Background: an optimization exercise with open tools, aiming at small area and a short achievable clock period. Do not read the settings as production practice.
Where RTL was checked, it was by simulation tests only, not by an equivalence proof against the original.
The RTL of runs 1 and 2 was laid out without a check of its function.
Power and IR drop assume default switching activity.

File: flow/config.mk
export PLATFORM = sky130hd
export DESIGN_NAME = alu
export DESIGN_NICKNAME = alu
export VERILOG_FILES = /design/flow/design.v
export SDC_FILE = /design/flow/constraint.sdc
export NUM_CORES = 4
export LEC_CHECK = 0
export CAP_MARGIN = 20
export CORE_MARGIN = 2
export CORE_UTILIZATION = 60
export CTS_BUF_LIST = sky130_fd_sc_hd__clkbuf_4 sky130_fd_sc_hd__clkbuf_8
export SETUP_SLACK_MARGIN = 4
export SLEW_MARGIN = 20
File: flow/standard.sh
#!/bin/bash
# synth_recipe.tcl (not shown) runs the flow's synth.tcl, then flattens the netlist and writes it again
# the make line also repeats each setting of config.mk as NAME=value (left out here)
make -C /OpenROAD-flow-scripts/flow DESIGN_CONFIG=/design/flow/config.mk WORK_HOME=/design/flow/orfs CLKGATE_MAP_FILE= SYNTH_SCRIPT=/design/flow/synth_recipe.tcl "${@:-finish}"
File: flow/constraint.sdc
create_clock -name core_clock -period 10.0 [get_ports {i_clk}]
set_input_delay 2.0000 -clock core_clock [delete_from_list [all_inputs] [get_ports {i_clk}]]
set_output_delay 2.0000 -clock core_clock [all_outputs]
set_load 0.01 [all_outputs]
File: flow/flow/run.sh
#!/bin/bash
# The standard layout, with the port buffers made of buf_2 cells.
set -euo pipefail
export BUFFER_PORTS_ARGS="-buffer_cell sky130_fd_sc_hd__buf_2"
bash standard.sh > standard.log 2>&1
File: flow/design.v
module alu (
    input               i_clk,
    input               i_rst_n,
    input               i_valid,
    input signed [11:0] i_data_a,
    input signed [11:0] i_data_b,
    input        [2:0]  i_inst,
    output              o_valid,
    output       [11:0] o_data,
    output              o_overflow
);
reg  [18:0] x_r, y_r;
reg         o_valid_r, ovf_r, mul_r, mac_r;
wire [18:0] z = x_r + y_r;
wire        m_ov = ~(&z[18:11] | ~|z[18:11]);
assign o_valid    = o_valid_r;
assign o_data     = z[11:0];
assign o_overflow = (m_ov & mul_r) | ovf_r;
wire        is_mul = (i_inst[2:1] == 2'b01);
wire        is_mac = (i_inst == 3'b011);
wire        mul_en = i_valid & is_mul;
wire        acc_en = mac_r & (is_mac | ~i_valid);
wire        oth_en = i_valid & ~is_mul;
wire        ovf_old = mac_r & (m_ov | ovf_r);
wire [12:0] sum  = {i_data_a[11], i_data_a} + {i_data_b[11], i_data_b};
wire [12:0] dif  = {i_data_a[11], i_data_a} - {i_data_b[11], i_data_b};
wire        a_ge = ~(sum[12] ^ dif[12]);
wire [11:0] ra   = i_data_a ^ {12{i_data_a[11]}};    
wire [11:0] rb   = i_data_b ^ {12{i_data_b[11]}};
reg  [11:0] oth;
always @(*) begin
  case (i_inst)
    3'b000:  oth = sum[11:0];
    3'b001:  oth = dif[11:0];
    3'b100:  oth = ~(i_data_a ^ i_data_b);
    3'b101:  oth = i_data_a[11] ? 12'd0 : i_data_a;
    3'b110:  oth = sum[12:1];
    default: oth = a_ge ? ra : rb;
  endcase
end
wire [11:0] row   = acc_en ? o_data : (oth & {12{oth_en}});
wire        row_c = oth_en & (i_inst == 3'b111) & (a_ge ? i_data_a[11] : i_data_b[11]);
wire one1;
wire two2;
wire neg3;
wire pp4;
wire pp5;
wire pp6;
wire pp7;
wire pp8;
wire pp9;
wire pp10;
wire pp11;
wire pp12;
wire pp13;
wire pp14;
wire pp15;
wire pp16;
wire one17;
wire two18;
wire neg19;
wire pp20;
wire pp21;
wire pp22;
wire pp23;
wire pp24;
wire pp25;
wire pp26;
wire pp27;
wire pp28;
wire pp29;
wire pp30;
wire pp31;
wire pp32;
wire one33;
wire two34;
wire neg35;
wire pp36;
wire pp37;
wire pp38;
wire pp39;
wire pp40;
wire pp41;
wire pp42;
wire pp43;
wire pp44;
wire pp45;
wire pp46;
wire pp47;
wire pp48;
wire one49;
wire two50;
wire neg51;
wire pp52;
wire pp53;
wire pp54;
wire pp55;
wire pp56;
wire pp57;
wire pp58;
wire pp59;
wire pp60;
wire pp61;
wire pp62;
wire pp63;
wire pp64;
wire one65;
wire two66;
wire neg67;
wire pp68;
wire pp69;
wire pp70;
wire pp71;
wire pp72;
wire pp73;
wire pp74;
wire pp75;
wire pp76;
wire pp77;
wire pp78;
wire pp79;
wire pp80;
wire one81;
wire two82;
wire neg83;
wire pp84;
wire pp85;
wire pp86;
wire pp87;
wire pp88;
wire pp89;
wire pp90;
wire pp91;
wire pp92;
wire pp93;
wire pp94;
wire pp95;
wire pp96;
wire s97;
wire c98;
wire s99;
wire c100;
wire s101;
wire c102;
wire s103;
wire c104;
wire s105;
wire c106;
wire s107;
wire c108;
wire s109;
wire c110;
wire s111;
wire c112;
wire s113;
wire c114;
wire s115;
wire c116;
wire s117;
wire c118;
wire s119;
wire c120;
wire s121;
wire c122;
wire s123;
wire c124;
wire s125;
wire c126;
wire s127;
wire c128;
wire s129;
wire c130;
wire s131;
wire c132;
wire s133;
wire c134;
wire s135;
wire c136;
wire s137;
wire c138;
wire s139;
wire c140;
wire s141;
wire c142;
wire s143;
wire c144;
wire s145;
wire c146;
wire s147;
wire c148;
wire s149;
wire c150;
wire s151;
wire c152;
wire s153;
wire c154;
wire s155;
wire c156;
wire s157;
wire c158;
wire s159;
wire c160;
wire s161;
wire c162;
wire s163;
wire c164;
wire s165;
wire c166;
wire s167;
wire c168;
wire s169;
wire c170;
wire s171;
wire c172;
wire s173;
wire c174;
wire s175;
wire c176;
wire s177;
wire c178;
wire s179;
wire c180;
wire s181;
wire c182;
wire s183;
wire c184;
wire s185;
wire c186;
wire s187;
wire c188;
wire s189;
wire c190;
wire s191;
wire c192;
wire s193;
wire c194;
wire s195;
wire c196;
wire s197;
wire c198;
wire s199;
wire c200;
wire s201;
wire c202;
wire s203;
wire c204;
wire s205;
wire c206;
wire s207;
wire c208;
wire s209;
wire c210;
wire s211;
wire c212;
wire s213;
wire c214;
wire s215;
wire c216;
wire s217;
wire c218;
wire s219;
wire c220;
wire s221;
wire c222;
wire s223;
wire c224;
wire s225;
wire c226;
wire s227;
wire c228;
wire s229;
wire c230;
wire s231;
wire c232;
wire s233;
wire c234;
wire s235;
wire c236;
wire s237;
wire c238;
wire s239;
wire c240;
wire s241;
wire c242;
wire s243;
wire c244;
wire s245;
wire c246;
wire s247;
wire c248;
wire s249;
wire c250;
wire s251;
wire c252;
assign one1 = mul_en & (i_data_b[0] ^ 1'b0);
assign two2 = mul_en & ((i_data_b[1] & ~i_data_b[0] & ~1'b0) | (~i_data_b[1] & i_data_b[0] & 1'b0));
assign neg3 = mul_en & i_data_b[1] & ~(i_data_b[0] & 1'b0);
assign pp4 = (i_data_a[0] & one1) ^ neg3;
assign pp5 = ((i_data_a[1] & one1) | (i_data_a[0] & two2)) ^ neg3;
assign pp6 = ((i_data_a[2] & one1) | (i_data_a[1] & two2)) ^ neg3;
assign pp7 = ((i_data_a[3] & one1) | (i_data_a[2] & two2)) ^ neg3;
assign pp8 = ((i_data_a[4] & one1) | (i_data_a[3] & two2)) ^ neg3;
assign pp9 = ((i_data_a[5] & one1) | (i_data_a[4] & two2)) ^ neg3;
assign pp10 = ((i_data_a[6] & one1) | (i_data_a[5] & two2)) ^ neg3;
assign pp11 = ((i_data_a[7] & one1) | (i_data_a[6] & two2)) ^ neg3;
assign pp12 = ((i_data_a[8] & one1) | (i_data_a[7] & two2)) ^ neg3;
assign pp13 = ((i_data_a[9] & one1) | (i_data_a[8] & two2)) ^ neg3;
assign pp14 = ((i_data_a[10] & one1) | (i_data_a[9] & two2)) ^ neg3;
assign pp15 = ((i_data_a[11] & one1) | (i_data_a[10] & two2)) ^ neg3;
assign pp16 = ~(((i_data_a[11] & one1) | (i_data_a[11] & two2)) ^ neg3);
assign one17 = mul_en & (i_data_b[2] ^ i_data_b[1]);
assign two18 = mul_en & ((i_data_b[3] & ~i_data_b[2] & ~i_data_b[1]) | (~i_data_b[3] & i_data_b[2] & i_data_b[1]));
assign neg19 = mul_en & i_data_b[3] & ~(i_data_b[2] & i_data_b[1]);
assign pp20 = (i_data_a[0] & one17) ^ neg19;
assign pp21 = ((i_data_a[1] & one17) | (i_data_a[0] & two18)) ^ neg19;
assign pp22 = ((i_data_a[2] & one17) | (i_data_a[1] & two18)) ^ neg19;
assign pp23 = ((i_data_a[3] & one17) | (i_data_a[2] & two18)) ^ neg19;
assign pp24 = ((i_data_a[4] & one17) | (i_data_a[3] & two18)) ^ neg19;
assign pp25 = ((i_data_a[5] & one17) | (i_data_a[4] & two18)) ^ neg19;
assign pp26 = ((i_data_a[6] & one17) | (i_data_a[5] & two18)) ^ neg19;
assign pp27 = ((i_data_a[7] & one17) | (i_data_a[6] & two18)) ^ neg19;
assign pp28 = ((i_data_a[8] & one17) | (i_data_a[7] & two18)) ^ neg19;
assign pp29 = ((i_data_a[9] & one17) | (i_data_a[8] & two18)) ^ neg19;
assign pp30 = ((i_data_a[10] & one17) | (i_data_a[9] & two18)) ^ neg19;
assign pp31 = ((i_data_a[11] & one17) | (i_data_a[10] & two18)) ^ neg19;
assign pp32 = ~(((i_data_a[11] & one17) | (i_data_a[11] & two18)) ^ neg19);
assign one33 = mul_en & (i_data_b[4] ^ i_data_b[3]);
assign two34 = mul_en & ((i_data_b[5] & ~i_data_b[4] & ~i_data_b[3]) | (~i_data_b[5] & i_data_b[4] & i_data_b[3]));
assign neg35 = mul_en & i_data_b[5] & ~(i_data_b[4] & i_data_b[3]);
assign pp36 = (i_data_a[0] & one33) ^ neg35;
assign pp37 = ((i_data_a[1] & one33) | (i_data_a[0] & two34)) ^ neg35;
assign pp38 = ((i_data_a[2] & one33) | (i_data_a[1] & two34)) ^ neg35;
assign pp39 = ((i_data_a[3] & one33) | (i_data_a[2] & two34)) ^ neg35;
assign pp40 = ((i_data_a[4] & one33) | (i_data_a[3] & two34)) ^ neg35;
assign pp41 = ((i_data_a[5] & one33) | (i_data_a[4] & two34)) ^ neg35;
assign pp42 = ((i_data_a[6] & one33) | (i_data_a[5] & two34)) ^ neg35;
assign pp43 = ((i_data_a[7] & one33) | (i_data_a[6] & two34)) ^ neg35;
assign pp44 = ((i_data_a[8] & one33) | (i_data_a[7] & two34)) ^ neg35;
assign pp45 = ((i_data_a[9] & one33) | (i_data_a[8] & two34)) ^ neg35;
assign pp46 = ((i_data_a[10] & one33) | (i_data_a[9] & two34)) ^ neg35;
assign pp47 = ((i_data_a[11] & one33) | (i_data_a[10] & two34)) ^ neg35;
assign pp48 = ~(((i_data_a[11] & one33) | (i_data_a[11] & two34)) ^ neg35);
assign one49 = mul_en & (i_data_b[6] ^ i_data_b[5]);
assign two50 = mul_en & ((i_data_b[7] & ~i_data_b[6] & ~i_data_b[5]) | (~i_data_b[7] & i_data_b[6] & i_data_b[5]));
assign neg51 = mul_en & i_data_b[7] & ~(i_data_b[6] & i_data_b[5]);
assign pp52 = (i_data_a[0] & one49) ^ neg51;
assign pp53 = ((i_data_a[1] & one49) | (i_data_a[0] & two50)) ^ neg51;
assign pp54 = ((i_data_a[2] & one49) | (i_data_a[1] & two50)) ^ neg51;
assign pp55 = ((i_data_a[3] & one49) | (i_data_a[2] & two50)) ^ neg51;
assign pp56 = ((i_data_a[4] & one49) | (i_data_a[3] & two50)) ^ neg51;
assign pp57 = ((i_data_a[5] & one49) | (i_data_a[4] & two50)) ^ neg51;
assign pp58 = ((i_data_a[6] & one49) | (i_data_a[5] & two50)) ^ neg51;
assign pp59 = ((i_data_a[7] & one49) | (i_data_a[6] & two50)) ^ neg51;
assign pp60 = ((i_data_a[8] & one49) | (i_data_a[7] & two50)) ^ neg51;
assign pp61 = ((i_data_a[9] & one49) | (i_data_a[8] & two50)) ^ neg51;
assign pp62 = ((i_data_a[10] & one49) | (i_data_a[9] & two50)) ^ neg51;
assign pp63 = ((i_data_a[11] & one49) | (i_data_a[10] & two50)) ^ neg51;
assign pp64 = ~(((i_data_a[11] & one49) | (i_data_a[11] & two50)) ^ neg51);
assign one65 = mul_en & (i_data_b[8] ^ i_data_b[7]);
assign two66 = mul_en & ((i_data_b[9] & ~i_data_b[8] & ~i_data_b[7]) | (~i_data_b[9] & i_data_b[8] & i_data_b[7]));
assign neg67 = mul_en & i_data_b[9] & ~(i_data_b[8] & i_data_b[7]);
assign pp68 = (i_data_a[0] & one65) ^ neg67;
assign pp69 = ((i_data_a[1] & one65) | (i_data_a[0] & two66)) ^ neg67;
assign pp70 = ((i_data_a[2] & one65) | (i_data_a[1] & two66)) ^ neg67;
assign pp71 = ((i_data_a[3] & one65) | (i_data_a[2] & two66)) ^ neg67;
assign pp72 = ((i_data_a[4] & one65) | (i_data_a[3] & two66)) ^ neg67;
assign pp73 = ((i_data_a[5] & one65) | (i_data_a[4] & two66)) ^ neg67;
assign pp74 = ((i_data_a[6] & one65) | (i_data_a[5] & two66)) ^ neg67;
assign pp75 = ((i_data_a[7] & one65) | (i_data_a[6] & two66)) ^ neg67;
assign pp76 = ((i_data_a[8] & one65) | (i_data_a[7] & two66)) ^ neg67;
assign pp77 = ((i_data_a[9] & one65) | (i_data_a[8] & two66)) ^ neg67;
assign pp78 = ((i_data_a[10] & one65) | (i_data_a[9] & two66)) ^ neg67;
assign pp79 = ((i_data_a[11] & one65) | (i_data_a[10] & two66)) ^ neg67;
assign pp80 = ~(((i_data_a[11] & one65) | (i_data_a[11] & two66)) ^ neg67);
assign one81 = mul_en & (i_data_b[10] ^ i_data_b[9]);
assign two82 = mul_en & ((i_data_b[11] & ~i_data_b[10] & ~i_data_b[9]) | (~i_data_b[11] & i_data_b[10] & i_data_b[9]));
assign neg83 = mul_en & i_data_b[11] & ~(i_data_b[10] & i_data_b[9]);
assign pp84 = (i_data_a[0] & one81) ^ neg83;
assign pp85 = ((i_data_a[1] & one81) | (i_data_a[0] & two82)) ^ neg83;
assign pp86 = ((i_data_a[2] & one81) | (i_data_a[1] & two82)) ^ neg83;
assign pp87 = ((i_data_a[3] & one81) | (i_data_a[2] & two82)) ^ neg83;
assign pp88 = ((i_data_a[4] & one81) | (i_data_a[3] & two82)) ^ neg83;
assign pp89 = ((i_data_a[5] & one81) | (i_data_a[4] & two82)) ^ neg83;
assign pp90 = ((i_data_a[6] & one81) | (i_data_a[5] & two82)) ^ neg83;
assign pp91 = ((i_data_a[7] & one81) | (i_data_a[6] & two82)) ^ neg83;
assign pp92 = ((i_data_a[8] & one81) | (i_data_a[7] & two82)) ^ neg83;
assign pp93 = ((i_data_a[9] & one81) | (i_data_a[8] & two82)) ^ neg83;
assign pp94 = ((i_data_a[10] & one81) | (i_data_a[9] & two82)) ^ neg83;
assign pp95 = ((i_data_a[11] & one81) | (i_data_a[10] & two82)) ^ neg83;
assign pp96 = ~(((i_data_a[11] & one81) | (i_data_a[11] & two82)) ^ neg83);
assign s97 = neg3 ^ pp4;
assign c98 = neg3 & pp4;
assign s99 = pp5 ^ c98;
assign c100 = pp5 & c98;
assign s101 = neg19 ^ pp20 ^ pp6;
assign c102 = (neg19 & pp20) | (pp6 & (neg19 ^ pp20));
assign s103 = c100 ^ s101;
assign c104 = c100 & s101;
assign s105 = pp21 ^ pp7 ^ c102;
assign c106 = (pp21 & pp7) | (c102 & (pp21 ^ pp7));
assign s107 = c104 ^ s105;
assign c108 = c104 & s105;
assign s109 = 1'b1 ^ neg35 ^ pp22;
assign c110 = (1'b1 & neg35) | (pp22 & (1'b1 ^ neg35));
assign s111 = pp36 ^ pp8 ^ s109;
assign c112 = (pp36 & pp8) | (s109 & (pp36 ^ pp8));
assign s113 = c106 ^ s111 ^ c108;
assign c114 = (c106 & s111) | (c108 & (c106 ^ s111));
assign s115 = pp23 ^ pp37 ^ pp9;
assign c116 = (pp23 & pp37) | (pp9 & (pp23 ^ pp37));
assign s117 = c110 ^ s115 ^ c112;
assign c118 = (c110 & s115) | (c112 & (c110 ^ s115));
assign s119 = row[0] ^ row_c ^ s117;
assign c120 = (row[0] & row_c) | (s117 & (row[0] ^ row_c));
assign s121 = neg51 ^ pp10 ^ pp24;
assign c122 = (neg51 & pp10) | (pp24 & (neg51 ^ pp10));
assign s123 = pp38 ^ pp52 ^ c116;
assign c124 = (pp38 & pp52) | (c116 & (pp38 ^ pp52));
assign s125 = s121 ^ s123 ^ row[1];
assign c126 = (s121 & s123) | (row[1] & (s121 ^ s123));
assign s127 = c118 ^ s125;
assign c128 = c118 & s125;
assign s129 = pp11 ^ pp25 ^ pp39;
assign c130 = (pp11 & pp25) | (pp39 & (pp11 ^ pp25));
assign s131 = pp53 ^ c122 ^ s129;
assign c132 = (pp53 & c122) | (s129 & (pp53 ^ c122));
assign s133 = c124 ^ s131 ^ row[2];
assign c134 = (c124 & s131) | (row[2] & (c124 ^ s131));
assign s135 = c126 ^ s133;
assign c136 = c126 & s133;
assign s137 = neg67 ^ pp12 ^ pp26;
assign c138 = (neg67 & pp12) | (pp26 & (neg67 ^ pp12));
assign s139 = pp40 ^ pp54 ^ pp68;
assign c140 = (pp40 & pp54) | (pp68 & (pp40 ^ pp54));
assign s141 = c130 ^ s137 ^ s139;
assign c142 = (c130 & s137) | (s139 & (c130 ^ s137));
assign s143 = c132 ^ s141 ^ row[3];
assign c144 = (c132 & s141) | (row[3] & (c132 ^ s141));
assign s145 = c134 ^ s143;
assign c146 = c134 & s143;
assign s147 = pp13 ^ pp27 ^ pp41;
assign c148 = (pp13 & pp27) | (pp41 & (pp13 ^ pp27));
assign s149 = pp55 ^ pp69 ^ c138;
assign c150 = (pp55 & pp69) | (c138 & (pp55 ^ pp69));
assign s151 = c140 ^ s147 ^ s149;
assign c152 = (c140 & s147) | (s149 & (c140 ^ s147));
assign s153 = c142 ^ row[4] ^ s151;
assign c154 = (c142 & row[4]) | (s151 & (c142 ^ row[4]));
assign s155 = c144 ^ s153;
assign c156 = c144 & s153;
assign s157 = neg83 ^ pp14 ^ pp28;
assign c158 = (neg83 & pp14) | (pp28 & (neg83 ^ pp14));
assign s159 = pp42 ^ pp56 ^ pp70;
assign c160 = (pp42 & pp56) | (pp70 & (pp42 ^ pp56));
assign s161 = pp84 ^ c148 ^ s157;
assign c162 = (pp84 & c148) | (s157 & (pp84 ^ c148));
assign s163 = s159 ^ c150 ^ s161;
assign c164 = (s159 & c150) | (s161 & (s159 ^ c150));
assign s165 = row[5] ^ c152 ^ s163;
assign c166 = (row[5] & c152) | (s163 & (row[5] ^ c152));
assign s167 = c154 ^ s165;
assign c168 = c154 & s165;
assign s169 = pp15 ^ pp29 ^ pp43;
assign c170 = (pp15 & pp29) | (pp43 & (pp15 ^ pp29));
assign s171 = pp57 ^ pp71 ^ pp85;
assign c172 = (pp57 & pp71) | (pp85 & (pp57 ^ pp71));
assign s173 = c158 ^ c160 ^ s169;
assign c174 = (c158 & c160) | (s169 & (c158 ^ c160));
assign s175 = s171 ^ c162 ^ s173;
assign c176 = (s171 & c162) | (s173 & (s171 ^ c162));
assign s177 = row[6] ^ c164 ^ s175;
assign c178 = (row[6] & c164) | (s175 & (row[6] ^ c164));
assign s179 = c166 ^ s177;
assign c180 = c166 & s177;
assign s181 = 1'b1 ^ pp16 ^ pp30;
assign c182 = (1'b1 & pp16) | (pp30 & (1'b1 ^ pp16));
assign s183 = pp44 ^ pp58 ^ pp72;
assign c184 = (pp44 & pp58) | (pp72 & (pp44 ^ pp58));
assign s185 = pp86 ^ c170 ^ c172;
assign c186 = (pp86 & c170) | (c172 & (pp86 ^ c170));
assign s187 = s181 ^ s183 ^ s185;
assign c188 = (s181 & s183) | (s185 & (s181 ^ s183));
assign s189 = c174 ^ row[7] ^ s187;
assign c190 = (c174 & row[7]) | (s187 & (c174 ^ row[7]));
assign s191 = c176 ^ s189 ^ c178;
assign c192 = (c176 & s189) | (c178 & (c176 ^ s189));
assign s193 = 1'b1 ^ pp31 ^ pp45;
assign c194 = (1'b1 & pp31) | (pp45 & (1'b1 ^ pp31));
assign s195 = pp59 ^ pp73 ^ pp87;
assign c196 = (pp59 & pp73) | (pp87 & (pp59 ^ pp73));
assign s197 = c182 ^ c184 ^ s193;
assign c198 = (c182 & c184) | (s193 & (c182 ^ c184));
assign s199 = s195 ^ c186 ^ s197;
assign c200 = (s195 & c186) | (s197 & (s195 ^ c186));
assign s201 = row[8] ^ c188 ^ s199;
assign c202 = (row[8] & c188) | (s199 & (row[8] ^ c188));
assign s203 = c190 ^ s201;
assign c204 = c190 & s201;
assign s205 = pp32 ^ pp46 ^ pp60;
assign c206 = (pp32 & pp46) | (pp60 & (pp32 ^ pp46));
assign s207 = pp74 ^ pp88 ^ c194;
assign c208 = (pp74 & pp88) | (c194 & (pp74 ^ pp88));
assign s209 = c196 ^ s205 ^ s207;
assign c210 = (c196 & s205) | (s207 & (c196 ^ s205));
assign s211 = c198 ^ row[9] ^ s209;
assign c212 = (c198 & row[9]) | (s209 & (c198 ^ row[9]));
assign s213 = c200 ^ s211 ^ c202;
assign c214 = (c200 & s211) | (c202 & (c200 ^ s211));
assign s215 = 1'b1 ^ pp47 ^ pp61;
assign c216 = (1'b1 & pp47) | (pp61 & (1'b1 ^ pp47));
assign s217 = pp75 ^ pp89 ^ c206;
assign c218 = (pp75 & pp89) | (c206 & (pp75 ^ pp89));
assign s219 = s215 ^ c208 ^ s217;
assign c220 = (s215 & c208) | (s217 & (s215 ^ c208));
assign s221 = row[10] ^ c210 ^ s219;
assign c222 = (row[10] & c210) | (s219 & (row[10] ^ c210));
assign s223 = c212 ^ s221;
assign c224 = c212 & s221;
assign s225 = 1'b1 ^ pp48 ^ pp62;
assign c226 = (1'b1 & pp48) | (pp62 & (1'b1 ^ pp48));
assign s227 = pp76 ^ pp90 ^ c216;
assign c228 = (pp76 & pp90) | (c216 & (pp76 ^ pp90));
assign s229 = s225 ^ c218 ^ s227;
assign c230 = (s225 & c218) | (s227 & (s225 ^ c218));
assign s231 = ~row[11] ^ c220 ^ s229;
assign c232 = (~row[11] & c220) | (s229 & (~row[11] ^ c220));
assign s233 = c222 ^ s231;
assign c234 = c222 & s231;
assign s235 = pp63 ^ pp77 ^ pp91;
assign c236 = (pp63 & pp77) | (pp91 & (pp63 ^ pp77));
assign s237 = c226 ^ s235 ^ c228;
assign c238 = (c226 & s235) | (c228 & (c226 ^ s235));
assign s239 = c230 ^ s237 ^ c232;
assign c240 = (c230 & s237) | (c232 & (c230 ^ s237));
assign s241 = pp64 ^ pp78 ^ pp92;
assign c242 = (pp64 & pp78) | (pp92 & (pp64 ^ pp78));
assign s243 = c236 ^ s241 ^ c238;
assign c244 = (c236 & s241) | (c238 & (c236 ^ s241));
assign s245 = 1'b1 ^ pp79 ^ pp93;
assign c246 = (1'b1 & pp79) | (pp93 & (1'b1 ^ pp79));
assign s247 = c242 ^ s245;
assign c248 = c242 & s245;
assign s249 = pp80 ^ pp94 ^ c246;
assign c250 = (pp80 & pp94) | (c246 & (pp80 ^ pp94));
assign s251 = 1'b1 ^ pp95;
assign c252 = 1'b1 & pp95;
always @(posedge i_clk or negedge i_rst_n) begin
  if (~i_rst_n) begin
    o_valid_r <= 1'b0;
    x_r       <= 19'd0;
    y_r       <= 19'd0;
    ovf_r     <= 1'b0;
    mul_r     <= 1'b0;
    mac_r     <= 1'b0;
  end else begin
    o_valid_r <= i_valid;
    x_r       <= {1'b1, pp96, s251, c248, s247, s243, c234, c224, s223, c204, s203, c180, c168, c156, c146, c136, c128, c120, c114};
    y_r       <= {1'b0, c252, c250, s249, c244, c240, s239, s233, c214, s213, c192, s191, s179, s167, s155, s145, s135, s127, s119};
    mul_r     <= is_mul;
    if (i_valid) begin
      mac_r <= is_mac;
      case (i_inst)
        3'b000:  ovf_r <= sum[12] ^ sum[11];
        3'b001:  ovf_r <= dif[12] ^ dif[11];
        3'b011:  ovf_r <= ovf_old;
        default: ovf_r <= 1'b0;
      endcase
    end else begin
      ovf_r <= ovf_old;
    end
  end
end
endmodule
==> flow_summary.ini, run 1 <==
[detailed_routing]
drtIter0Drc = 745
viasPerCell = 6.22
vias = 6886
drc = 0
ant_nets = 0
wl_microns = 23000
post_drt_wl_per_cell_microns = 20.8
dr.pass1.iters = 6

[power]
ir_drop_mv = 0.0704
swShare = 0.484
p_int_mw = 0.581
clockPowerShare = 0.121
power_leakage_nw = 3.70
p_total_mw = 1.13
p_sw_mw = 0.544
pwr-share-seq = 0.200
p_per_area_mw_per_mm2 = 134
combPwrFrac = 0.680

[cells_and_area]
area_delta_synth_final_pct = 10.6
final_area_sq_mm = 0.00840
nets = 1098
final_util = 0.671
drive_gt1_frac = 0.148

[run]
cap_violations = 0

[yosys]
synth_seq_area_share = 0.135
synth-compound-area-share = 0.222
yosys_register_bits = 41
yosys.area_share.adder = 0.280
synthMuxAreaShare = 0.0186
syn_inst = 901
synthSimpleGateAreaFrac = 0.124
ys_warn_count = 1
syn_area_per_cell_sq_um = 8.44
synth_top_family_by_area = adder cells
synth_xor_area_frac = 0.135
synth.distinct_cells = 82
synth_edf_count = 0
async_reset_ff_frac = 1.00
syn_area_sq_mm = 0.00760
synth.net_count = 1066
ys.flop_type = dfrtp_1

[worst_setup_path]
critPathArrivalTime_ps = 6070
worstSetupStartpointType = primary input
cp.required_ps = 10180
critical_path.max_fanout = 14
setup.worst_path.class = in2reg
cp-end-kind = register

[placement]
gp_congestion = 0.988
dp_hpwl_microns = 17900
placed_area_sq_mm = 0.00786
port_buffers = 43

[clock_network]
cts_root_buf = clkbuf_8
clk_latency_ps = 300
htreeDepth = 2
cts_tree = built
cts_sinks = 41
clock_path_buffers = 2
postCtsHoldBufs = 0
path_clk_slew_ps = 80
cts_buffers = 5

[grt]
track_usage = 0.340
antenna_found_initial = 1
first_global_vias = 6432
grt_overflow = 0
grt_start_max_net_pins = 42
gr-usage-met1 = 0.502
use_met2 = 0.529
busiest_layer = met2
use_met3 = 0.0317
grt_pass1_wl_microns = 35300

[sta]
finalHoldViolations = 0
worst_pin_slew_ps = 1030
skew_ps = 7.50
rsz0062_at_grt = no
fmax_mhz = 170
period_needed_ps = 5880
max_slew_margin = 0.316
fin_crit_sh = 0.588
holdWs_ps = 547
tns_ps = 0
drv_slew = 0
setup_viol = 0

[floorplan]
core-area_sq_mm = 0.0125
initial_core_util = 0.607
die_w_microns = 117
io_pins = 44
rows = 41
die-area_sq_mm = 0.0136
die_y_microns = 117

[min_path]
hold_class = reg2reg

[status]
status = complete, no violations
[placed cells by master, fill, tap and decap left out, drive strengths merged, types with 5 or more instances in the layout]
cell,synthesis,routed
buf,12,79
nand4,6,6
fa,58,58
xor2,54,54
ha,77,77
xnor2,61,61
a31oi,5,5
mux2,9,9
dfrtp,41,41
nor2b,9,9
a21oi,58,58
clkbuf,44,7
nor2,50,50
a211o,5,5
nand2b,5,5
o31ai,9,9
a2111oi,9,9
a211oi,7,7
o21ai,32,32
nand2,51,51
a221oi,6,6
inv,110,109
o21a,7,7
nor3,24,24
and3,11,11
o211ai,5,5
a22oi,60,60
nand3,18,18
[power groups by stage]
stage	Clock [mW]	Combinational (mW)	Sequential, mW
3_3_place_gp	0	0.706	0.227
5_1_grt	0.145	0.846	0.228
4_1_cts	0.139	0.742	0.225
2_1_floorplan	0	0.520	0.222
6_report	0.136	0.765	0.225
3_5_place_dp	0	0.725	0.228
[final timing paths]
kind,from,endpoint,slack [ps],depth (start not counted)
min reg2reg,mac_r,mac_r,550,2
min,mac_r,mac_r,550,2
max in group asynchronous,i_rst_n,y_r[14],7610,1
min in group asynchronous,i_rst_n,y_r[0],1830,1
max,i_data_a[0],y_r[9],4120,17
max reg2reg,x_r[0],y_r[9],6600,13
[layout make-up]
cell class / instances / area (sq um)
Antenna cell: 1 / 2.50
Clock buffer: 5 / 68.8
Clock inverter: 3 / 43.8
Fill cell: 1100 / 4110
Inverter: 111 / 430
Multi-Input combinational cell: 693 / 6080
Sequential cell: 41 / 1030
Tap cell: 172 / 215
Timing Repair Buffer: 81 / 534
[worst max-delay path, cell delays in order]
cell	delay (ps)
buf_4	200
inv_1	70
ha_1	230
fa_1	420
nor2b_2	170
o31ai_2	90
a21oi_2	280
a311oi_2	200
o21a_2	300
xor2_4	240
buf_4	160
mux2_1	320
a21oi_1	200
a22oi_2	130
fa_1	550
inv_1	50
fa_1	430
[synthesized netlist by cell type (all sizes together), types with 3 or more instances]
| cell | n | area (sq um) |
|---|---|---|
| inv | 110 | 413 |
| nor2 | 50 | 188 |
| clkbuf | 44 | 165 |
| fa | 58 | 1160 |
| o211ai | 5 | 37.5 |
| o21ai | 32 | 160 |
| a31oi | 5 | 37.5 |
| o21bai | 3 | 22.5 |
| o221ai | 3 | 26.3 |
| and2 | 4 | 25.0 |
| and3 | 11 | 70.1 |
| a21o | 4 | 30.0 |
| a2111oi | 9 | 97.6 |
| o21a | 7 | 53.8 |
| xnor2 | 61 | 534 |
| o2111ai | 4 | 35.0 |
| and4 | 3 | 30.0 |
| a211oi | 7 | 52.6 |
| xor2 | 54 | 492 |
| a221oi | 6 | 70.1 |
| mux2i | 4 | 40.0 |
| nand4 | 6 | 43.8 |
| nor3 | 24 | 130 |
| dfrtp | 41 | 1030 |
| nand2 | 51 | 194 |
| a211o | 5 | 43.8 |
| buf | 12 | 63.8 |
| ha | 77 | 963 |
| nand2b | 5 | 31.3 |
| a22oi | 60 | 450 |
| nor2b | 9 | 56.3 |
| mux2 | 9 | 101 |
| nand3 | 18 | 90.1 |
| a21oi | 58 | 294 |
| o31ai | 9 | 86.3 |
| o41ai | 3 | 33.8 |
[flip-flops by register name (all words and copies together), names as in the netlist]
name / count
mac_r: 1
mul_r: 1
o_valid_r: 1
ovf_r: 1
x_r: 19
y_r: 18
[per-layer routing]
metal / routed length, microns / vias up
li1: - / 3192
met1: 10100 / 3296
met2: 10200 / 350
met3: 2130 / 48
met4: 612 / 0
met5: 0 / -
[kinds of logic after synthesis]
| logic type | Yosys count |
|---|---|
| AO/OA/AOI/OAI | 237 |
| XOR/XNOR | 115 |
| adder cells (fa/ha/maj) | 135 |
| buffers and inverters | 167 |
| flip-flops | 41 |
| multiplexers | 13 |
| other | 1 |
| AND/OR/NAND/NOR | 192 |
[metrics by stage]
step                      instances  worst slack (ps)
after detailed placement       1063              2620
final                          1107              4120
after CTS                      1088              4020
after global routing           1106              3980
after global placement         1063              2820
after floorplan                 901              4060
[what timing repair did]
action	4_1_cts	5_1_grt
gates resized for setup	22	16
pin swaps	4	9
setup buffers	17	18
endpoints found under the setup margin	28	16
==> run 2: changes to the inputs <==
--- a/flow/design.v
+++ b/flow/design.v
@@ -10,36 +10,39 @@
     output              o_overflow
 );
 reg  [18:0] x_r, y_r;
-reg         o_valid_r, ovf_r, mul_r, mac_r;
+reg         o_valid_r, ovf_r, abs_r, mac_r;
 wire [18:0] z = x_r + y_r;
 wire        m_ov = ~(&z[18:11] | ~|z[18:11]);
-assign o_valid    = o_valid_r;
 assign o_data     = z[11:0];
-assign o_overflow = (m_ov & mul_r) | ovf_r;
-wire        is_mul = (i_inst[2:1] == 2'b01);
-wire        is_mac = (i_inst == 3'b011);
-wire        mul_en = i_valid & is_mul;
-wire        acc_en = mac_r & (is_mac | ~i_valid);
-wire        oth_en = i_valid & ~is_mul;
-wire        ovf_old = mac_r & (m_ov | ovf_r);
-wire [12:0] sum  = {i_data_a[11], i_data_a} + {i_data_b[11], i_data_b};
-wire [12:0] dif  = {i_data_a[11], i_data_a} - {i_data_b[11], i_data_b};
-wire        a_ge = ~(sum[12] ^ dif[12]);
-wire [11:0] ra   = i_data_a ^ {12{i_data_a[11]}};    
-wire [11:0] rb   = i_data_b ^ {12{i_data_b[11]}};
+assign o_valid    = o_valid_r;
+assign o_overflow = (m_ov & ~abs_r) | ovf_r;
+wire        is_mul    = (i_inst[2:1] == 2'b01);
+wire        is_mac    = (i_inst == 3'b011);
+wire        is_abs    = (i_inst == 3'b111);
+wire        mul_en    = i_valid & is_mul;
+wire        addsub_en = i_valid & (i_inst[2:1] == 2'b00);
+wire        mean_en   = i_valid & (i_inst == 3'b110);
+wire        acc_en    = mac_r & (is_mac | ~i_valid);
+wire        ovf_old   = mac_r & (m_ov | ovf_r);
+wire        sa   = i_data_a[11], sb = i_data_b[11];
+wire [11:0] ra   = i_data_a ^ {12{sa}};
+wire [11:0] rb   = i_data_b ^ {12{sb}};
+wire [12:0] cmp  = {1'b0, ra} + {1'b0, ~rb} + {12'd0, sa & ~sb};
+wire        a_ge = cmp[12];
 reg  [11:0] oth;
 always @(*) begin
   case (i_inst)
-    3'b000:  oth = sum[11:0];
-    3'b001:  oth = dif[11:0];
+    3'b000:  oth = i_data_b;
+    3'b001:  oth = ~i_data_b;                       
     3'b100:  oth = ~(i_data_a ^ i_data_b);
-    3'b101:  oth = i_data_a[11] ? 12'd0 : i_data_a;
-    3'b110:  oth = sum[12:1];
-    default: oth = a_ge ? ra : rb;
+    3'b101:  oth = sa ? 12'd0 : i_data_a;
+    3'b110:  oth = {sb, i_data_b[11:1]};            
+    default: oth = a_ge ? ra : rb;                  
   endcase
 end
-wire [11:0] row   = acc_en ? o_data : (oth & {12{oth_en}});
-wire        row_c = oth_en & (i_inst == 3'b111) & (a_ge ? i_data_a[11] : i_data_b[11]);
+wire [11:0] row   = acc_en ? o_data : (oth & {12{i_valid & ~is_mul}});
+wire        row_c = i_valid & ((i_inst == 3'b001) | (is_abs & (a_ge ? sa : sb)));
+wire        rnd   = mean_en ? i_data_b[0] : 1'b1;
 wire one1;
 wire two2;
 wire neg3;
@@ -294,7 +297,7 @@
 wire c252;
 assign one1 = mul_en & (i_data_b[0] ^ 1'b0);
 assign two2 = mul_en & ((i_data_b[1] & ~i_data_b[0] & ~1'b0) | (~i_data_b[1] & i_data_b[0] & 1'b0));
-assign neg3 = mul_en & i_data_b[1] & ~(i_data_b[0] & 1'b0);
+assign neg3 = mul_en & (i_data_b[1] & ~(i_data_b[0] & 1'b0));
 assign pp4 = (i_data_a[0] & one1) ^ neg3;
 assign pp5 = ((i_data_a[1] & one1) | (i_data_a[0] & two2)) ^ neg3;
 assign pp6 = ((i_data_a[2] & one1) | (i_data_a[1] & two2)) ^ neg3;
@@ -310,7 +313,7 @@
 assign pp16 = ~(((i_data_a[11] & one1) | (i_data_a[11] & two2)) ^ neg3);
 assign one17 = mul_en & (i_data_b[2] ^ i_data_b[1]);
 assign two18 = mul_en & ((i_data_b[3] & ~i_data_b[2] & ~i_data_b[1]) | (~i_data_b[3] & i_data_b[2] & i_data_b[1]));
-assign neg19 = mul_en & i_data_b[3] & ~(i_data_b[2] & i_data_b[1]);
+assign neg19 = mul_en & (i_data_b[3] & ~(i_data_b[2] & i_data_b[1]));
 assign pp20 = (i_data_a[0] & one17) ^ neg19;
 assign pp21 = ((i_data_a[1] & one17) | (i_data_a[0] & two18)) ^ neg19;
 assign pp22 = ((i_data_a[2] & one17) | (i_data_a[1] & two18)) ^ neg19;
@@ -324,9 +327,9 @@
 assign pp30 = ((i_data_a[10] & one17) | (i_data_a[9] & two18)) ^ neg19;
 assign pp31 = ((i_data_a[11] & one17) | (i_data_a[10] & two18)) ^ neg19;
 assign pp32 = ~(((i_data_a[11] & one17) | (i_data_a[11] & two18)) ^ neg19);
-assign one33 = mul_en & (i_data_b[4] ^ i_data_b[3]);
-assign two34 = mul_en & ((i_data_b[5] & ~i_data_b[4] & ~i_data_b[3]) | (~i_data_b[5] & i_data_b[4] & i_data_b[3]));
-assign neg35 = mul_en & i_data_b[5] & ~(i_data_b[4] & i_data_b[3]);
+assign one33 = (mul_en & (i_data_b[4] ^ i_data_b[3])) | mean_en;
+assign two34 = (mul_en & ((i_data_b[5] & ~i_data_b[4] & ~i_data_b[3]) | (~i_data_b[5] & i_data_b[4] & i_data_b[3]))) | addsub_en;
+assign neg35 = mul_en & (i_data_b[5] & ~(i_data_b[4] & i_data_b[3]));
 assign pp36 = (i_data_a[0] & one33) ^ neg35;
 assign pp37 = ((i_data_a[1] & one33) | (i_data_a[0] & two34)) ^ neg35;
 assign pp38 = ((i_data_a[2] & one33) | (i_data_a[1] & two34)) ^ neg35;
@@ -342,7 +345,7 @@
 assign pp48 = ~(((i_data_a[11] & one33) | (i_data_a[11] & two34)) ^ neg35);
 assign one49 = mul_en & (i_data_b[6] ^ i_data_b[5]);
 assign two50 = mul_en & ((i_data_b[7] & ~i_data_b[6] & ~i_data_b[5]) | (~i_data_b[7] & i_data_b[6] & i_data_b[5]));
-assign neg51 = mul_en & i_data_b[7] & ~(i_data_b[6] & i_data_b[5]);
+assign neg51 = mul_en & (i_data_b[7] & ~(i_data_b[6] & i_data_b[5]));
 assign pp52 = (i_data_a[0] & one49) ^ neg51;
 assign pp53 = ((i_data_a[1] & one49) | (i_data_a[0] & two50)) ^ neg51;
 assign pp54 = ((i_data_a[2] & one49) | (i_data_a[1] & two50)) ^ neg51;
@@ -358,7 +361,7 @@
 assign pp64 = ~(((i_data_a[11] & one49) | (i_data_a[11] & two50)) ^ neg51);
 assign one65 = mul_en & (i_data_b[8] ^ i_data_b[7]);
 assign two66 = mul_en & ((i_data_b[9] & ~i_data_b[8] & ~i_data_b[7]) | (~i_data_b[9] & i_data_b[8] & i_data_b[7]));
-assign neg67 = mul_en & i_data_b[9] & ~(i_data_b[8] & i_data_b[7]);
+assign neg67 = mul_en & (i_data_b[9] & ~(i_data_b[8] & i_data_b[7]));
 assign pp68 = (i_data_a[0] & one65) ^ neg67;
 assign pp69 = ((i_data_a[1] & one65) | (i_data_a[0] & two66)) ^ neg67;
 assign pp70 = ((i_data_a[2] & one65) | (i_data_a[1] & two66)) ^ neg67;
@@ -374,7 +377,7 @@
 assign pp80 = ~(((i_data_a[11] & one65) | (i_data_a[11] & two66)) ^ neg67);
 assign one81 = mul_en & (i_data_b[10] ^ i_data_b[9]);
 assign two82 = mul_en & ((i_data_b[11] & ~i_data_b[10] & ~i_data_b[9]) | (~i_data_b[11] & i_data_b[10] & i_data_b[9]));
-assign neg83 = mul_en & i_data_b[11] & ~(i_data_b[10] & i_data_b[9]);
+assign neg83 = mul_en & (i_data_b[11] & ~(i_data_b[10] & i_data_b[9]));
 assign pp84 = (i_data_a[0] & one81) ^ neg83;
 assign pp85 = ((i_data_a[1] & one81) | (i_data_a[0] & two82)) ^ neg83;
 assign pp86 = ((i_data_a[2] & one81) | (i_data_a[1] & two82)) ^ neg83;
@@ -400,8 +403,8 @@
 assign c106 = (pp21 & pp7) | (c102 & (pp21 ^ pp7));
 assign s107 = c104 ^ s105;
 assign c108 = c104 & s105;
-assign s109 = 1'b1 ^ neg35 ^ pp22;
-assign c110 = (1'b1 & neg35) | (pp22 & (1'b1 ^ neg35));
+assign s109 = rnd ^ neg35 ^ pp22;
+assign c110 = (rnd & neg35) | (pp22 & (rnd ^ neg35));
 assign s111 = pp36 ^ pp8 ^ s109;
 assign c112 = (pp36 & pp8) | (s109 & (pp36 ^ pp8));
 assign s113 = c106 ^ s111 ^ c108;
@@ -550,21 +553,16 @@
     x_r       <= 19'd0;
     y_r       <= 19'd0;
     ovf_r     <= 1'b0;
-    mul_r     <= 1'b0;
+    abs_r     <= 1'b0;
     mac_r     <= 1'b0;
   end else begin
     o_valid_r <= i_valid;
     x_r       <= {1'b1, pp96, s251, c248, s247, s243, c234, c224, s223, c204, s203, c180, c168, c156, c146, c136, c128, c120, c114};
     y_r       <= {1'b0, c252, c250, s249, c244, c240, s239, s233, c214, s213, c192, s191, s179, s167, s155, s145, s135, s127, s119};
-    mul_r     <= is_mul;
+    abs_r     <= is_abs;
     if (i_valid) begin
       mac_r <= is_mac;
-      case (i_inst)
-        3'b000:  ovf_r <= sum[12] ^ sum[11];
-        3'b001:  ovf_r <= dif[12] ^ dif[11];
-        3'b011:  ovf_r <= ovf_old;
-        default: ovf_r <= 1'b0;
-      endcase
+      ovf_r <= is_mac & ovf_old;
     end else begin
       ovf_r <= ovf_old;
     end
==> flow/flow/run.sh (replaced) <==
#!/bin/bash
# The standard layout, with two changes: the port buffers are buf_2 cells, and
# after synthesis flow/fapol.py flips full-adder cells (a full adder is
# self-dual) where that removes inverters between them. Registers are untouched.
set -euo pipefail
export BUFFER_PORTS_ARGS="-buffer_cell sky130_fd_sc_hd__buf_2"
R=orfs/results/sky130hd/alu/base
bash standard.sh synth > synth.log 2>&1
python3 flow/fapol.py $R/1_2_yosys.v > fapol.log 2>&1
rm -f $R/1_synth.odb $R/1_synth.sdc
bash standard.sh > standard.log 2>&1
==> flow/flow/fapol.py (new file) <==
#!/usr/bin/env python3
"""Remove inverters around full-adder cells in a Yosys netlist.

A full adder is self-dual: FA(~a, ~b, ~c) = (~sum, ~cout).  Synthesis maps
adders with arbitrary input and output polarity and leaves inverters between
them.  This pass flips full adders (inverts all three inputs and both outputs)
when that lowers the number of inverters, and rewrites the netlist in place.
It changes no register and no function.
usage: fapol.py netlist.v"""
import re, sys, collections

path = sys.argv[1]
text = open(path).read()
cell_re = re.compile(r'^(\s*)(sky130_fd_sc_hd__\w+)\s+(\S+)\s*\((.*?)\);\n', re.S | re.M)
pin_re = re.compile(r'\.(\w+)\(([^()]*)\)')

cells = {}      # name -> [type, {pin: net}]
order = []
for m in cell_re.finditer(text):
    typ, name, body = m.group(2), m.group(3), m.group(4)
    cells[name] = [typ, {p: n.strip() for p, n in pin_re.findall(body)}]
    order.append(name)

OUT = {'X', 'Y', 'SUM', 'COUT', 'Q', 'Q_N', 'HI', 'LO'}
def is_inv(n): return re.match(r'sky130_fd_sc_hd__(clk)?inv_\d+$', cells[n][0]) is not None
def is_fa(n): return re.match(r'sky130_fd_sc_hd__fa_\d+$', cells[n][0]) is not None

hdr = text[:text.index(');') + 2]
ports = set()
for m in re.finditer(r'^\s*(input|output)\s+(\[\d+:\d+\]\s+)?(\S+);', text, re.M):
    ports.add(m.group(3))
def is_port(net):
    return net.split('[')[0].strip() in ports or net.startswith("1'")

def build():
    drv, loads = {}, collections.defaultdict(list)
    for n, (t, pins) in cells.items():
        for p, net in pins.items():
            if p in OUT: drv[net] = (n, p)
            else: loads[net].append((n, p))
    return drv, loads

newcnt = [0]
def newnet():
    newcnt[0] += 1
    return f'_fapol{newcnt[0]}_'
new_wires = []

def inv_of(net, drv, loads):
    """an existing inverter whose input is net"""
    for (n, p) in loads[net]:
        if is_inv(n) and p == 'A': return n
    return None

def cost_flip(f, drv, loads):
    t, pins = cells[f]
    d = 0
    for p in ('A', 'B', 'CIN'):
        x = pins[p]
        src = drv.get(x)
        if src and is_inv(src[0]):
            d -= 1 if len(loads[x]) == 1 else 0
        elif inv_of(x, drv, loads) is None:
            d += 1
    for p in ('SUM', 'COUT'):
        y = pins[p]
        ls = loads[y]
        invs = [n for n, q in ls if is_inv(n)]
        others = len(ls) - len(invs) + (1 if is_port(y) else 0)
        d -= len(invs)
        if others: d += 1
    return d

def flip(f, drv, loads):
    t, pins = cells[f]
    for p in ('A', 'B', 'CIN'):
        x = pins[p]
        src = drv.get(x)
        if src and is_inv(src[0]):
            pins[p] = cells[src[0]][1]['A']
        else:
            i = inv_of(x, drv, loads)
            if i is None:
                y = newnet(); new_wires.append(y)
                i = f'_fapolinv{newcnt[0]}_'
                cells[i] = ['sky130_fd_sc_hd__inv_1', {'A': x, 'Y': y}]
                order.append(i)
            pins[p] = cells[i][1]['Y']
    for p in ('SUM', 'COUT'):
        y = pins[p]
        ls = list(loads[y])
        y2 = newnet(); new_wires.append(y2)
        pins[p] = y2
        others = False
        for n, q in ls:
            if is_inv(n) and q == 'A':
                # this inverter's output equals y2: move its loads to y2
                z = cells[n][1]['Y']
                if is_port(z):
                    cells[n][1]['A'] = y2     # keep as buffer-free inverter? no: z = ~y = y2
                    # z must equal y2; drive z with a buffer-like pair is not needed:
                    # keep inverter fed by original y instead
                    cells[n][1]['A'] = y
                    others = True
                    continue
                for n2, q2 in loads[z]:
                    cells[n2][1][q2] = y2
                del cells[n]
            else:
                others = True
        if others or is_port(y):
            i = f'_fapolinv{newcnt[0]}_o{p}'
            cells[i] = ['sky130_fd_sc_hd__inv_1', {'A': y2, 'Y': y}]
            order.append(i)

changed = True
passes = 0
nflip = 0
while changed and passes < 50:
    changed = False
    passes += 1
    for f in list(order):
        if f not in cells or not is_fa(f): continue
        drv, loads = build()
        if cost_flip(f, drv, loads) < 0:
            flip(f, drv, loads)
            nflip += 1
            changed = True
    # drop inverters with no loads
    drv, loads = build()
    for n in list(cells):
        if is_inv(n):
            y = cells[n][1]['Y']
            if not loads[y] and not is_port(y):
                del cells[n]

before = sum(1 for l in cell_re.finditer(text) if re.match(r'sky130_fd_sc_hd__(clk)?inv_\d+$', l.group(2)))
after = sum(1 for n in cells if is_inv(n))
sys.stderr.write(f'fapol: {nflip} flips, inverters {before} -> {after}\n')

# rewrite
out = []
pos = 0
first = None
for m in cell_re.finditer(text):
    if first is None: first = m.start()
    last = m.end()
body = text[first:last]
lines = []
for n in order:
    if n not in cells: continue
    t, pins = cells[n]
    conn = ',\n'.join(f'    .{p}({net}' + (' )' if net.startswith('\\') else ')') for p, net in pins.items())
    lines.append(f'  {t} {n} (\n{conn}\n  );\n')
decl = ''.join(f'  wire {w};\n' for w in new_wires)
text2 = text[:first] + decl + ''.join(lines) + text[last:]
open(path, 'w').write(text2)
--- a/flow/config.mk
+++ b/flow/config.mk
@@ -7,7 +7,6 @@
 export LEC_CHECK = 0
 export CAP_MARGIN = 20
 export CORE_MARGIN = 2
-export CORE_UTILIZATION = 60
-export CTS_BUF_LIST = sky130_fd_sc_hd__clkbuf_4 sky130_fd_sc_hd__clkbuf_8
+export CORE_UTILIZATION = 40
 export SETUP_SLACK_MARGIN = 4
 export SLEW_MARGIN = 20
==> run 2 against run 1 <==
  * Core utilization is 23 points lower
  * Final area fell by 9.3%
  * Critical endpoint is now y_r[7]
  * Critical path type unchanged
  * Global-route usage decreased by 12 points
  * Cell count shrank 3.7%
  * Still clean on timing, DRC and antenna
  * Via count decreased by 12%
  * Critical path depth fell by 4
  * Wire length fell by 14%
  * Area after synthesis decreased by 8.0%
  * Sequential share of layout area increased by 1.3 points
  * Count of clock-buffer cells in the layout unchanged
  * First-iteration DRC count shrank 34%
==> flow_summary.ini, run 2 <==
[placement]
placed_area_sq_mm = 0.00729
dp_slack_ps = 2960
gp_congestion = 0.900
dp_hpwl_microns = 15200
place_inst = 1043
port_buffers = 43

[sta]
worst_pin_slew_ps = 864
max_slew_margin = 0.424
setup_viol = 0
rsz0062_at_grt = no
setup_ws_ps = 4160
drv_slew = 0
skew_ps = 16.2
holdWs_ps = 547
fin_crit_sh = 0.584
tns_ps = 0
finalHoldViolations = 0
fmax_mhz = 171
period_needed_ps = 5840

[detailed_routing]
wl_microns = 19900
ant_nets = 0
vias = 6068
post_drt_wl_per_cell_microns = 18.7
drc = 0
dr.pass1.iters = 6
drtIter0Drc = 492
viasPerCell = 5.69

[worst_setup_path]
critPathArrivalTime_ps = 6020
crit_path_top_delay_cell = fa_1
cp.required_ps = 10180
critical_path.max_fanout = 16
crit_path_frequent_cell = fa_1
worstSetupStartpointType = primary input
setup.worst_path.class = in2reg
cpPeakStageDelay_ps = 510
cp-end-kind = register
path_cells = buf_2 > inv_1 > ha_1 > mux2i_1 > nor2_4 > a22oi_1 > xor2_1 > fa_1 > fa_1 > fa_1 > fa_1 > fa_1 > inv_1

[clock_network]
path_clk_slew_ps = 70
cts_sinks = 41
cts_buffers = 5
htreeDepth = 2
cts_tree = built
cts_root_buf = clkbuf_16
clk_latency_ps = 290
postCtsHoldBufs = 0
clock_path_buffers = 2

[cells_and_area]
final_util = 0.444
largest_reg_flops = 19
nets = 991
final_area_sq_mm = 0.00762
largestRegisters = x_r x19, y_r x18
area_delta_synth_final_pct = 9.02
fillers = 1698
antenna_cells = 0
drive_gt1_frac = 0.126
final_common_cell = nand2_1
final_cell_mix = nand2_1 (65), ha_1 (64), inv_1 (60), a22oi_1 (59), fa_1 (57)
stdcell_count = 1066
largest-register = x_r

[power]
pwr-share-seq = 0.196
p_total_mw = 1.15
ir_drop_mv = 0.0911
power_leakage_nw = 3.28
combPwrFrac = 0.662
p_per_area_mw_per_mm2 = 151
p_sw_mw = 0.553
clockPowerShare = 0.142
p_int_mw = 0.601
swShare = 0.479

[floorplan]
core-area_sq_mm = 0.0172
initial_core_util = 0.407
rows = 48
die-area_sq_mm = 0.0185
die_y_microns = 136
io_pins = 44
die_w_microns = 136

[run]
cap_violations = 0

[min_path]
hold_class = reg2reg

[yosys]
ys_warn_count = 1
synth.net_count = 980
syn_area_per_cell_sq_um = 8.43
syn_area_sq_mm = 0.00699
syn_inst = 829

[grt]
track_usage = 0.224
grt_start_max_net_pins = 42
first_global_vias = 5865
grt_overflow = 0
grt_pass1_wl_microns = 32200
antenna_found_initial = 0

[status]
status = complete, no violations
## run 2: timing repair
item                                    4_1_cts  5_1_grt
endpoints found under the setup margin       23       11
buffers inserted                              3       12
gates resized for setup                      13        5
gates cloned                                  0        0
pin swaps                                     0        1
## run 2: metal layers
| layer | vias to the layer above | share of wire | GRT usage | wire length (microns) |
|---|---|---|---|---|
| met2 | 185 | 0.45 | 0.351 | 9010 |
| met1 | 2930 | 0.46 | 0.319 | 9080 |
| li1 | 2919 | - | - | - |
| met4 | 0 | 0.030 | 0.0660 | 602 |
| met3 | 34 | 0.061 | 0.0328 | 1220 |
| met5 | - | 0 | 0 | 0 |
## run 2: worst paths after layout
kind,from,to,slack (ps),cells past startpoint
max,i_data_b[11],y_r[7],4160,13
min in group asynchronous,i_rst_n,y_r[2],1690,1
min reg2reg,mac_r,mac_r,550,2
max reg2reg,x_r[0],y_r[7],6490,13
max in group asynchronous,i_rst_n,abs_r,7910,1
min,mac_r,mac_r,550,2
## run 2: power groups by stage
stage,Sequential [mW],Combinational [mW],Clock [mW]
2_1_floorplan,0.225,0.560,0
3_3_place_gp,0.229,0.747,0
3_5_place_dp,0.230,0.756,0
4_1_cts,0.227,0.763,0.168
6_report,0.227,0.764,0.164
5_1_grt,0.232,0.870,0.174
## run 2: worst max-delay path: cells and delay by family
| kind | cells | cell delay (ps) |
|---|---|---|
| xor gates and xnor gates | 1 | 120 |
| adders and majority gates | 6 | 2570 |
| muxes | 1 | 260 |
| AOI/OAI and AO/OA | 1 | 240 |
| and+or+nand+nor | 1 | 120 |
| buffers and inverters | 3 | 700 |
## run 2: final cells by class
class,count,area (sq um),share of cell area
Sequential cell,41,1030,0.135
Timing Repair Buffer,66,393,0.0516
Tap cell,225,282,0.0369
Clock inverter,3,22.5,0.00296
Clock buffer,5,125,0.0164
Multi-Input combinational cell,663,5530,0.726
Inverter,63,240,0.0315
==> run 3: changes to the inputs <==
--- a/flow/design.v
+++ b/flow/design.v
@@ -11,9 +11,21 @@
 );
 reg  [18:0] x_r, y_r;
 reg         o_valid_r, ovf_r, abs_r, mac_r;
-wire [18:0] z = x_r + y_r;
-wire        m_ov = ~(&z[18:11] | ~|z[18:11]);
-assign o_data     = z[11:0];
+wire [11:0] lo   = {1'b0, x_r[10:0]} + {1'b0, y_r[10:0]};
+wire        c16  = lo[11];
+wire        p11  = x_r[11] ^ y_r[11];
+wire        g11  = x_r[11] & y_r[11];
+wire [6:0]  hx   = x_r[18:12], hy = y_r[18:12];
+wire [6:0]  hp   = hx ^ hy;
+wire [6:0]  ho   = hx | hy;
+wire [6:0]  ha   = hx & hy;
+wire        e0   = ~hp[0] & (&(hp[6:1] ~^ ho[5:0]));                    
+wire        e127 =  hp[0] & (&(hp[6:1] ~^ ~ha[5:0]));                   
+wire        e126 = ~hp[0] & (hp[1] ~^ ~ho[0]) & (&(hp[6:2] ~^ ~ha[5:1]));   
+wire        eq_c0 = g11 ? e127 : (p11 ? e127 : e0);
+wire        eq_c1 = (g11 | p11) ? (p11 ? e127 : e126) : e127;
+wire        m_ov  = ~(c16 ? eq_c1 : eq_c0);
+assign o_data     = {p11 ^ c16, lo[10:0]};
 assign o_valid    = o_valid_r;
 assign o_overflow = (m_ov & ~abs_r) | ovf_r;
 wire        is_mul    = (i_inst[2:1] == 2'b01);
--- a/flow/config.mk
+++ b/flow/config.mk
@@ -8,5 +8,5 @@
 export CAP_MARGIN = 20
 export CORE_MARGIN = 2
 export CORE_UTILIZATION = 40
-export SETUP_SLACK_MARGIN = 4
+export SETUP_SLACK_MARGIN = 4.3
 export SLEW_MARGIN = 20
==> run 3 against run 2 <==
  * Still clean
  * Flip-flop and latch count is the same
  * Via count shrank 9.7%
  * Area after synthesis shrank 3.7%
  * Setup slack gained 280 ps
  * Largest power group unchanged
  * Highest routed layer unchanged
==> flow_summary.ini, run 3 <==
[status]
status = complete, no violations

[sta]
setup_viol = 0
skew_ps = 11.5
max_slew_margin = 0.386
fmax_mhz = 180
rsz0062_at_grt = no
holdWs_ps = 528
fin_crit_sh = 0.556
period_needed_ps = 5560
drv_slew = 0
finalHoldViolations = 0
tns_ps = 0
worst_pin_slew_ps = 922

[grt]
antenna_found_initial = 2
gr-usage-met1 = 0.301
use_met3 = 0.0320
grt_start_max_net_pins = 45
grt_pass1_wl_microns = 29600
busiest_layer = met2
track_usage = 0.213
use_met2 = 0.339
first_global_vias = 5303
grt_overflow = 0

[cells_and_area]
fillers = 1626
area_delta_synth_final_pct = 11.5
drive_gt1_frac = 0.145
nets = 939
largest-register = x_r
final_common_cell = xor2_1
final_cell_mix = xor2_1 (76), ha_1 (71), inv_1 (69), a22oi_1 (57), fa_1 (57)
largest_reg_flops = 19
largestRegisters = x_r x19, y_r x18

[detailed_routing]
wl_microns = 18700
drtIter0Drc = 515
drc = 0
dr.pass1.iters = 5
viasPerCell = 5.46
ant_nets = 0
post_drt_wl_per_cell_microns = 18.6
vias = 5481

[yosys]
syn_inst = 761
ys_warn_count = 1
syn_area_per_cell_sq_um = 8.85
synth.net_count = 919
syn_area_sq_mm = 0.00674

[worst_setup_path]
path_cells = buf_2 > or3b_2 > a21oi_4 > a22oi_1 > xor2_1 > fa_1 > fa_1 > fa_1 > fa_1 > fa_1 > inv_1
critical_path.max_fanout = 10
worstSetupStartpointType = primary input
cpPeakStageDelay_ps = 520
cp-startpoint = i_data_b[7]
cp-end-kind = register
regToRegStartpoint = x_r[0]
crit_path_frequent_cell = fa_1
setup.worst_path.class = in2reg
cp.required_ps = 10200
crit_path_top_delay_cell = fa_1
critPathArrivalTime_ps = 5760

[floorplan]
rows = 47
initial_core_util = 0.408
core-area_sq_mm = 0.0165
io_pins = 44
die_w_microns = 134
die-area_sq_mm = 0.0179
die_y_microns = 134

[clock_network]
postCtsHoldBufs = 0
path_clk_slew_ps = 70
cts_buffers = 5
cts_root_buf = clkbuf_16
htreeDepth = 2
cts_sinks = 41
clk_latency_ps = 300
cts_tree = built
clock_path_buffers = 2

[run]
cap_violations = 0

[power]
power_leakage_nw = 3.24
p_sw_mw = 0.460
p_int_mw = 0.615
p_per_area_mw_per_mm2 = 143
swShare = 0.428
pwr-share-seq = 0.217
combPwrFrac = 0.581
ir_drop_mv = 0.0966
clockPowerShare = 0.202

[placement]
gp_congestion = 0.896
port_buffers = 43
dp_hpwl_microns = 13800

[min_path]
min_from = mac_r
hold_class = reg2reg
==> run 3: cell types whose count changed in the layout (fill, tap and decap cells not counted), sizes merged, moves of 7 or more <==
cell / previous run / this run
inv: 62 / 70
xnor2: 34 / 46
a21o: 14 / 7
a21oi: 54 / 43
o21ai: 45 / 24
ha: 64 / 71
xor2: 52 / 76
nand2: 66 / 39
and3: 10 / 2
nand2b: 17 / 4
nand4: 13 / 1
==> run 3: worst paths after layout <==
path / end / slack, ps / cells past startpoint
setup / recovery: y_r[7] / 4440 / 11
hold / removal: mac_r / 530 / 2
setup reg to reg: y_r[9] / 6420 / 11
hold reg to reg: mac_r / 530 / 2
max in group asynchronous: y_r[2] / 7570 / 1
min in group asynchronous: y_r[7] / 1850 / 1
==> run 3: repair_timing <==
action / in CTS / in global routing
buffers inserted: 8 / 18
resized for setup: 21 / 11
endpoints found under the setup margin: 26 / 10
pin swaps: 2 / 5
==> run 3: critical path, delay by kind of cell <==
family	cells	cell delay [ps]
AOI/OAI and AO/OA	2	360
xor gates and xnor gates	1	200
buffers and inverters	2	300
adders and majority gates	5	2400
and+or+nand+nor	1	510
==> run 3: metal layers <==
| metal | part of all wire | vias up |
|---|---|---|
| met5 | 0 | - |
| met4 | 0.023 | 0 |
| met1 | 0.46 | 2665 |
| li1 | - | 2626 |
| met3 | 0.052 | 28 |
| met2 | 0.46 | 162 |
==> run 3: metrics by stage <==
step	cells	total power [mW]	util	instance area (sq um)	worst slack [ps]
after CTS	984	1.07	0.442	7310	4370
after global routing	1004	1.17	0.454	7510	4320
after detailed placement	968	0.845	0.423	6990	3320
final	1004	1.08	0.454	7510	4440
after floorplan	761	0.669	-	6750	4310
after global placement	968	0.844	0.423	6990	3420
==> run 3: layout make-up <==
cell class | instances | area, sq um | share of cell area
multi-input cells | 587 | 5230 | 0.696
flip-flops and latches | 41 | 1030 | 0.137
repair buffers | 75 | 510 | 0.0680
well taps | 220 | 275 | 0.0367
inverters | 71 | 270 | 0.0360
clock buffers | 5 | 125 | 0.0167
clock inverters | 3 | 68.8 | 0.00916
diodes | 2 | 5.00 | 0.000666
==> run 3: power by group through the flow <==
| stage | clock network (mW) | logic, mW | registers [mW] |
|---|---|---|---|
| floorplan | 0 | 0.439 | 0.230 |
| global placement | 0 | 0.607 | 0.236 |
| detailed placement | 0 | 0.608 | 0.237 |
| CTS | 0.221 | 0.616 | 0.234 |
| global route | 0.228 | 0.707 | 0.238 |
| finish | 0.217 | 0.625 | 0.233 |
==> run 4: changes to the inputs <==
--- a/flow/config.mk
+++ b/flow/config.mk
@@ -8,5 +8,5 @@
 export CAP_MARGIN = 20
 export CORE_MARGIN = 2
 export CORE_UTILIZATION = 40
-export SETUP_SLACK_MARGIN = 4.3
+export SETUP_SLACK_MARGIN = 4.6
 export SLEW_MARGIN = 20
==> run 4 against run 3 <==
  * Wire length up 1.9%
  * Count of clock-buffer cells in the layout unchanged
  * Core utilization up 1.2 points
  * Clock skew down 1.8 ps
  * Die area unchanged
  * Flip-flop and latch count unchanged
  * Sequential share of layout area down 0.36 points
  * Sequential power about the same
  * Register-to-register slack better by 30 ps
  * Clock power about the same
  * Worst hold slack worse by 6.5 ps
  * Critical endpoint unchanged
==> flow_summary.ini, run 4 <==
[detailed_routing]
viasPerCell = 5.43
post_drt_wl_per_cell_microns = 18.9
dr.pass1.iters = 5
drc = 0
drtIter0Drc = 403
vias = 5475
ant_nets = 0
wl_microns = 19000

[cells_and_area]
drive_gt1_frac = 0.177
largestRegisters = x_r x19, y_r x18
fillers = 1585
nets = 944
area_delta_synth_final_pct = 14.5
final_common_cell = xor2_1
final_cell_mix = xor2_1 (75), ha_1 (70), inv_1 (68), a22oi_1 (54), fa_1 (50)
largest_reg_flops = 19
largest-register = x_r

[worst_setup_path]
worst_r2r_path_depth = 11
path_cells = clkbuf_4 > ha_1 > o21ai_0 > nor2_1 > buf_6 > a22oi_2 > xor2_1 > fa_1 > fa_1 > fa_1 > fa_2 > fa_1 > inv_1
critPathArrivalTime_ps = 5540
worstSetupEndpoint = y_r[7]
crit_path_frequent_cell = fa_1
cp-startpoint = i_data_b[3]
cp-end-kind = register
cpPeakStageDelay_ps = 510
regToRegStartpoint = x_r[0]
reg2reg_to = y_r[9]
rrSetupSlack_ps = 6450
worstSetupStartpointType = primary input
crit_path_top_delay_cell = fa_1
cp.required_ps = 10190
critical_path.max_fanout = 13
setup.worst_path.class = in2reg

[power]
p_sw_mw = 0.480
p_per_area_mw_per_mm2 = 144
p_total_mw = 1.11
swShare = 0.432
power_leakage_nw = 3.29
pwr-share-seq = 0.211
clockPowerShare = 0.197
ir_drop_mv = 0.102
combPwrFrac = 0.593
p_int_mw = 0.632

[yosys]
syn_area_sq_mm = 0.00674
syn_area_per_cell_sq_um = 8.85
synth.net_count = 919
syn_inst = 761
ys_warn_count = 1

[clock_network]
cts_buffers = 5
cts_tree = built
path_clk_slew_ps = 70
cts_sinks = 41
clock_path_buffers = 2
clk_latency_ps = 290
htreeDepth = 2
cts_root_buf = clkbuf_16

[sta]
period_needed_ps = 5340
fin_crit_sh = 0.534
tns_ps = 0
setup_viol = 0
fmax_mhz = 187
skew_ps = 9.65
drv_slew = 0
rsz0062_at_grt = yes
max_slew_margin = 0.367
worst_pin_slew_ps = 949
finalHoldViolations = 0

[placement]
gp_congestion = 0.907
dp_hpwl_microns = 14100
port_buffers = 43

[grt]
grt_start_max_net_pins = 45
track_usage = 0.216
grt_pass1_wl_microns = 29800
antenna_found_initial = 0
first_global_vias = 5262
grt_overflow = 0

[status]
status = complete, no violations

[floorplan]
rows = 47
die-area_sq_mm = 0.0179
io_pins = 44
initial_core_util = 0.408
die_y_microns = 134
die_w_microns = 134
core-area_sq_mm = 0.0165

[min_path]
hold_class = reg2reg

[run]
cap_violations = 0
## run 4: timing repair
item                       CTS  global route
setup endpoints to repair   27            16
setup buffers               19            10
pin swaps                    6             4
gates resized for setup     32            30
hold buffers                 0             0
gates cloned                 0             1
## run 4: final cells by class
cell class / count / area [sq um] / area share
Antenna cell: 1 / 2.50 / 0.000325
Clock buffer: 5 / 125 / 0.0162
Clock inverter: 3 / 68.8 / 0.00892
Inverter: 71 / 270 / 0.0350
Multi-Input combinational cell: 588 / 5340 / 0.693
Sequential cell: 41 / 1030 / 0.133
Tap cell: 220 / 275 / 0.0357
Timing Repair Buffer: 79 / 602 / 0.0780
## run 4: stage by stage
stage | setup WS (ps) | hold WS (ps) | utilization | cell area (sq um) | std cells
2_1_floorplan | 4400 | 486 | - | 6830 | 761
3_3_place_gp | 3420 | 500 | 0.426 | 7040 | 969
3_5_place_dp | 3370 | 511 | 0.426 | 7040 | 969
4_1_cts | 4600 | 527 | 0.454 | 7510 | 996
5_1_grt | 4480 | 541 | 0.466 | 7710 | 1007
6_report | 4660 | 521 | 0.467 | 7710 | 1008
## run 4: how the worst min path moves through the flow
stage               startpoint     to  slack, ps  cells past startpoint
floorplan                mac_r  mac_r        490                      2
global placement         mac_r  mac_r        500                      2
detailed placement       mac_r  mac_r        510                      2
CTS                      mac_r  mac_r        530                      2
global route             mac_r  mac_r        540                      2
finish                   mac_r  mac_r        520                      2
## run 4: power by group through the flow
stage	Clock, mW	Combinational (mW)	Sequential (mW)
CTS	0.222	0.641	0.235
detailed placement	0	0.620	0.238
global route	0.229	0.741	0.238
global placement	0	0.611	0.238
finish	0.219	0.659	0.234
floorplan	0	0.442	0.230
## run 4: critical path, delay by kind of cell
kind,cells,cell delay (ps)
compound gates,2,330
xor+xnor,1,210
fa+ha+maj,6,2540
buf+inv,3,370
simple gates,1,80
## run 4: per-layer routing
| layer | part of all wire | GRT usage | vias up |
|---|---|---|---|
| met4 | 0.020 | 0.0550 | 0 |
| met1 | 0.46 | 0.310 | 2671 |
| met2 | 0.47 | 0.344 | 148 |
| li1 | - | - | 2634 |
| met3 | 0.052 | 0.0263 | 22 |
| met5 | 0 | 0 | - |

Check on run 4: ideal ports give 4.655 ns setup slack; a clkbuf_16 on the clock port and buf_2 on the inputs give 4.610 ns; moving port delays by the midpoint clock arrival (0.328 ns) as well gives 4.282 ns.
